This is an optimization exercise on Yosys and OpenROAD, whose aim is small area, not a production implementation. Function was checked by simulation only, so behaviour that the tests miss may differ from the original. Power figures rest on the tool's default switching activity, not on a simulated workload.

==> flow/design.v (outline; a module is shown in full before it is edited, if it fits) <==
// module current_filter: 1176 lines
// module cf_fa: 6 lines
// module cf_inv: 5 lines
// module cf_ha: 6 lines
module current_filter (pClk, pRst, pFilterIn, pFilterOut);
  // ...
==> flow/run.sh <==
#!/bin/bash
# synth_recipe.tcl (not shown) runs the flow's synth.tcl, then flattens the netlist and writes it again
# the make line also repeats each setting of config.mk as NAME=value (left out here)
make -C /OpenROAD-flow-scripts/flow DESIGN_CONFIG=/design/flow/config.mk WORK_HOME=/design/flow/orfs CLKGATE_MAP_FILE= SYNTH_SCRIPT=/design/flow/synth_recipe.tcl finish
==> flow/config.mk <==
export PLATFORM = sky130hd
export DESIGN_NAME = current_filter
export DESIGN_NICKNAME = current_filter
export VERILOG_FILES = /design/flow/design.v
export SDC_FILE = /design/flow/constraint.sdc
export NUM_CORES = 4
export LEC_CHECK = 0
export CAP_MARGIN = 20
export CORE_MARGIN = 2
export CORE_UTILIZATION = 80
export CTS_BUF_LIST = sky130_fd_sc_hd__clkbuf_8
export CTS_CLUSTER_DIAMETER = 100
export CTS_CLUSTER_SIZE = 16
export SLEW_MARGIN = 20
export SYNTH_HIERARCHICAL = 1
==> flow/constraint.sdc <==
create_clock -name core_clock -period 7.5 [get_ports {pClk}]
set_input_delay 1.5000 -clock core_clock [delete_from_list [all_inputs] [get_ports {pClk}]]
set_output_delay 1.5000 -clock core_clock [all_outputs]
set_load 0.01 [all_outputs]
==> results.py, run 1 <==
metrics = {
    "outcome": {
        "outcome": "no timing/DRC/antenna violations",
    },
    "clock_network": {
        "clkLatencyLatePin_ps": 600,
        "cts_made_buffers": 36,
        "clock_tree.root_cell": "clkbuf_8",
        "postCtsResizedCells": 0,
    },
    "placement": {
        "hpwl_um": 34510,
        "routabilityCongestion": 0.8485,
    },
    "finish": {
        "largest_class": "multi-input gates",
        "comb.multi_input.count": 1095,
        "seq-cell-share_pct": 39.98,
        "largest-register": "s",
        "clk_share_pct": 2.080,
        "final_util_pct": 85.90,
    },
    "critical_path": {
        "cp.depth": 15,
        "crit_fanout": 2,
        "r2r_cells": 15,
    },
    "pwr": {
        "internal_power_mw": 7.350,
        "p_sw_mw": 4.825,
        "power.group.top": "combinational cells",
        "powerComb_mw": 7.66,
        "p_clk_share_pct": 10.2,
    },
    "grt": {
        "antenna_found_initial": 0,
    },
    "routing": {
        "vias_per_cell": 5.566,
    },
    "synth": {
        "ys.flop_type": "dfxtp_1",
        "async_flop_share_pct": 0,
        "seq_area_frac_synth_pct": 42.00,
        "synth_area_per_cell_um2": 13.79,
    },
    "die": {
        "die_x_um": 175.7,
        "io-pin-count": 34,
    },
    "timing": {
        "fin_crit_ps": 6202,
    },
    "worst_hold_path": {
        "hold_start": "r22[8]",
    },
}
==> run 2: changes to the inputs <==
==> flow/flow/run.sh (new file) <==
#!/bin/bash
# The standard layout (the standard.sh, all ORFS steps), with the port buffers that
# ORFS's buffer_ports inserts made of the smallest buffer cell instead of its default choice.
set -euo pipefail
bash standard.sh "BUFFER_PORTS_ARGS=-buffer_cell sky130_fd_sc_hd__buf_1" finish > standard.log 2>&1
==> flow/standard.sh (new file) <==
#!/bin/bash
# synth_recipe.tcl (not shown) runs the flow's synth.tcl, then flattens the netlist and writes it again
# the make line also repeats each setting of config.mk as NAME=value (left out here)
make -C /OpenROAD-flow-scripts/flow DESIGN_CONFIG=/design/flow/config.mk WORK_HOME=/design/flow/orfs CLKGATE_MAP_FILE= SYNTH_SCRIPT=/design/flow/synth_recipe.tcl "${@:-finish}"
removed: flow/run.sh
==> run 2 against run 1 <==
Sequential cell count did not move. First-iteration DRC count up 11%. Register-to-register slack better by 20 ps.
==> results.py, run 2 <==
metrics = {
    "outcome": {
        "outcome": "no timing/DRC/antenna violations",
    },
    "routing": {
        "wire_per_inst_um": 20.77,
        "initialDrtViolationCount": 701,
        "num_vias": 11850,
        "drc": 0,
        "finalWirelength_um": 44300,
        "firstDrtPassIters": 5,
        "ant_nets": 0,
        "vias_per_cell": 5.556,
    },
    "finish": {
        "fillers": 1446,
        "reg_top3": "s: 32 flops, vm: 26 flops, wm: 26 flops",
        "layout-drive-gt1-share_pct": 7.490,
        "final_util_pct": 85.26,
        "areaGrowthSynthToFinish_pct": 4.280,
        "regArea_um2": 9910,
        "multi_input_area_um2": 13200,
        "largest_register_ffs": 32,
        "antenna_cells": 0,
        "final_nets": 2302,
        "layout_commonest_cell": "dfxtp_1",
        "largest-register": "s",
        "layout_common_cells": "dfxtp_1 (495), fa_1 (491), nand2_1 (151), and2_1 (141), nor2_1 (131)",
    },
    "synth": {
        "yosysTopAreaCell": "dfxtp_1",
        "synth_area_um2": 23590,
        "synth_area_leaders": "dfxtp_1 (42%), fa_1 (42%), and2_1 (3.7%)",
        "synth_most_common_cell": "dfxtp_1",
        "ys_warn_count": 7,
        "synth_area_per_cell_um2": 13.79,
        "ys.flop_type": "dfxtp_1",
        "syn_inst": 1711,
        "async_flop_share_pct": 0,
        "synth_cell_types": 34,
        "ys_top_cells_by_count": "dfxtp_1 (495), fa_1 (491), nand2_1 (151), and2_1 (141), nor2_1 (131)",
        "ys_ff_latch": 495,
        "synth_enable_flop_cells": 0,
        "synth_top_area_share_pct": 42.00,
        "seq_area_frac_synth_pct": 42.00,
    },
    "die": {
        "io-pin-count": 34,
        "dieArea_um2": 30880,
        "coreArea_um2": 28860,
        "die_x_um": 175.7,
        "start_util_pct": 81.76,
        "fp-row-count": 62,
        "die_h_um": 175.7,
    },
    "pwr": {
        "internal_power_mw": 7.308,
        "switching_share_pct": 39.97,
        "p_leak_nw": 9.453,
        "p_sw_mw": 4.866,
        "p_per_area_nw_per_um2": 494.8,
        "p_comb_share_pct": 62.8,
        "ir_drop_mv": 0.4251,
        "p_clk_share_pct": 10.3,
        "seqPwrFrac_pct": 26.9,
    },
    "critical_path": {
        "critical_path.max_stage_delay_ps": 560,
        "cp_cell_sequence": "fa_1, fa_1, fa_1, fa_1, fa_1, fa_1, fa_1, ha_1, ha_1, ha_1, fa_1, fa_1, fa_1, fa_1, and2_1",
        "crit_required_ps": 7960,
        "critPathLaunchType": "register",
        "crit_family": "adder cells",
        "crit_fanout": 2,
        "crit_path_top_delay_cell": "fa_1",
        "cp-end-kind": "register",
        "cp_common_cell": "fa_1",
        "arrival_ps": 6650,
        "crit_buf_inv": 0,
        "path_class": "reg2reg",
    },
    "timing": {
        "hold_viol": 0,
        "setup_violations": 0,
        "fin_crit_ps": 6186,
        "tns_ps": 0,
        "max_slew_margin_pct": 27.31,
        "clock_skew_ps": 27.71,
        "fmax_mhz": 161.6,
        "worst_pin_slew_ps": 1090,
        "rsz0062_at_grt": "no",
        "slew_violations": 0,
        "finalCritPeriodShare_pct": 82.48,
    },
    "job": {
        "maxCapViolations": 0,
    },
    "clock_network": {
        "clock_tree.root_cell": "clkbuf_8",
        "clockBufferDepth": 3,
        "clk_pin_slew_ps": 100,
        "cts_tree": "yes",
        "clkLatencyLatePin_ps": 580,
        "postCtsResizedCells": 0,
        "clock-sinks": 495,
        "cts.htree.levels": 2,
        "postCtsSetupBuffers": 0,
        "cts_made_buffers": 36,
        "holdBufCountCts": 0,
    },
    "grt": {
        "gr-usage-all-layers_pct": 32.04,
        "grt_pass1_vias": 14030,
        "antenna_found_initial": 0,
        "grt_first_pass_wirelength_um": 74010,
        "grt-ovfl-total": 0,
        "grt_max_degree": 153,
    },
    "worst_hold_path": {
        "hp-class": "reg2reg",
    },
    "placement": {
        "routabilityCongestion": 0.9008,
        "hpwl_um": 34040,
        "portBuffers": 33,
    },
}
[run 2: cell counts after synthesis]
No cell type changed its count.
[run 2: cell families (layout without fill, tap and decap cells)]
group / count (synthesis) / count (layout) / synth area share [%]
compound gates: 9 / 9 / 0.2599
xor+xnor: 11 / 11 / 0.4083
fa+ha+maj: 537 / 537 / 44.10
buf+inv: 136 / 159 / 2.275
flops: 495 / 495 / 42.00
mux: 1 / 1 / 0.04243
other cells: 1 / 16 / 0.01589
simple gates: 521 / 521 / 10.90
[run 2: worst register-to-register path, delay by kind of cell, from the launching register on]
kind	cells	cell delay [ps]
simple gates	1	160
flops	1	350
fa+ha+maj	14	5560
[run 2: metrics by stage]
step	instances	worst slack (ps)	cell area, um^2	total power, mW	hold WS [ps]
finish	2133	1314	24600	12.17	373.5
global route	2133	1072	24600	13.60	379.1
CTS	2133	1279	24600	12.35	368.6
detailed placement	2093	1221	24070	11.03	356.7
global placement	2093	1360	24070	10.33	353.2
floorplan	1726	1604	23650	8.715	351.4
[run 2: modules after synthesis (local to each module, per instance)]
module          cells inside  cell area (um^2)  flip-flops and latches  copies in the design
cf_ha                      1             12.51                       0                    42
cf_fa                      1             20.02                       0                   491
cf_inv                     1             3.754                       0                     1
current_filter          1177             13240                     495                     1
[run 2: worst paths after layout]
path,start,endpoint,slack [ps],depth (start not counted)
worst max-delay path,vm[11],vm[19],1310,15
worst min-delay path,r15[10],r16[10],370,1
worst max register to register,vm[11],vm[19],1310,15
worst min register to register,r15[10],r16[10],370,1
[run 2: area by class of cell]
class	count	area share, %
Inverter	81	1.256
Timing Repair Buffer	38	0.6713
Multi-Input combinational cell	1095	53.67
Tap cell	384	1.953
Sequential cell	495	40.28
Clock buffer	38	2.126
Clock inverter	2	0.05085
[run 2: power groups by stage]
stage	logic [mW]	clock network (mW)	registers, mW
after global placement	6.99	0	3.33
after floorplan	5.48	0	3.23
after detailed placement	7.69	0	3.34
final	7.64	1.26	3.27
after global routing	8.92	1.37	3.31
after CTS	7.79	1.28	3.28
[run 2: metal layers]
metal	global-route usage, %	share of wire (%)	vias to the layer above
met5	0	0	-
met4	13.74	4.8	0
li1	-	-	5158
met3	4.199	3.5	126
met1	40.33	38	6294
met2	56.69	54	273

[separate check: timing with driven ports]
The flow's constraints put no driver on any port. The routed layouts listed below were extracted and timed again, unchanged, in two steps.
Step 1 assumes that a clkbuf_16 drives the clock port and a buf_2 every other input.
Step 2, shift: input delay + t, output delay - t, t = (earliest + latest rising clock arrival at the registers) / 2. This alone moves slack from input paths to output paths.
Three values: no drivers, after step 1, after step 2; two values: the first two.
run | shift t [ns] | setup WS [ns] | worst setup path at the end | latest minus earliest clock arrival (ns) | pins driven straight from the clock port
run 1 | 0.629 | 1.298 / 1.298 / 0.920 | input to register | 0.051 / 0.052 | 1
run 2 | 0.621 | 1.314 / 1.314 / 1.244 | input to register | 0.029 / 0.029 | 1
After both steps every run listed still meets setup and hold. The setup slack of run 1, which loses most, moves by 0.000 ns with the drivers and by -0.378 ns with both steps.
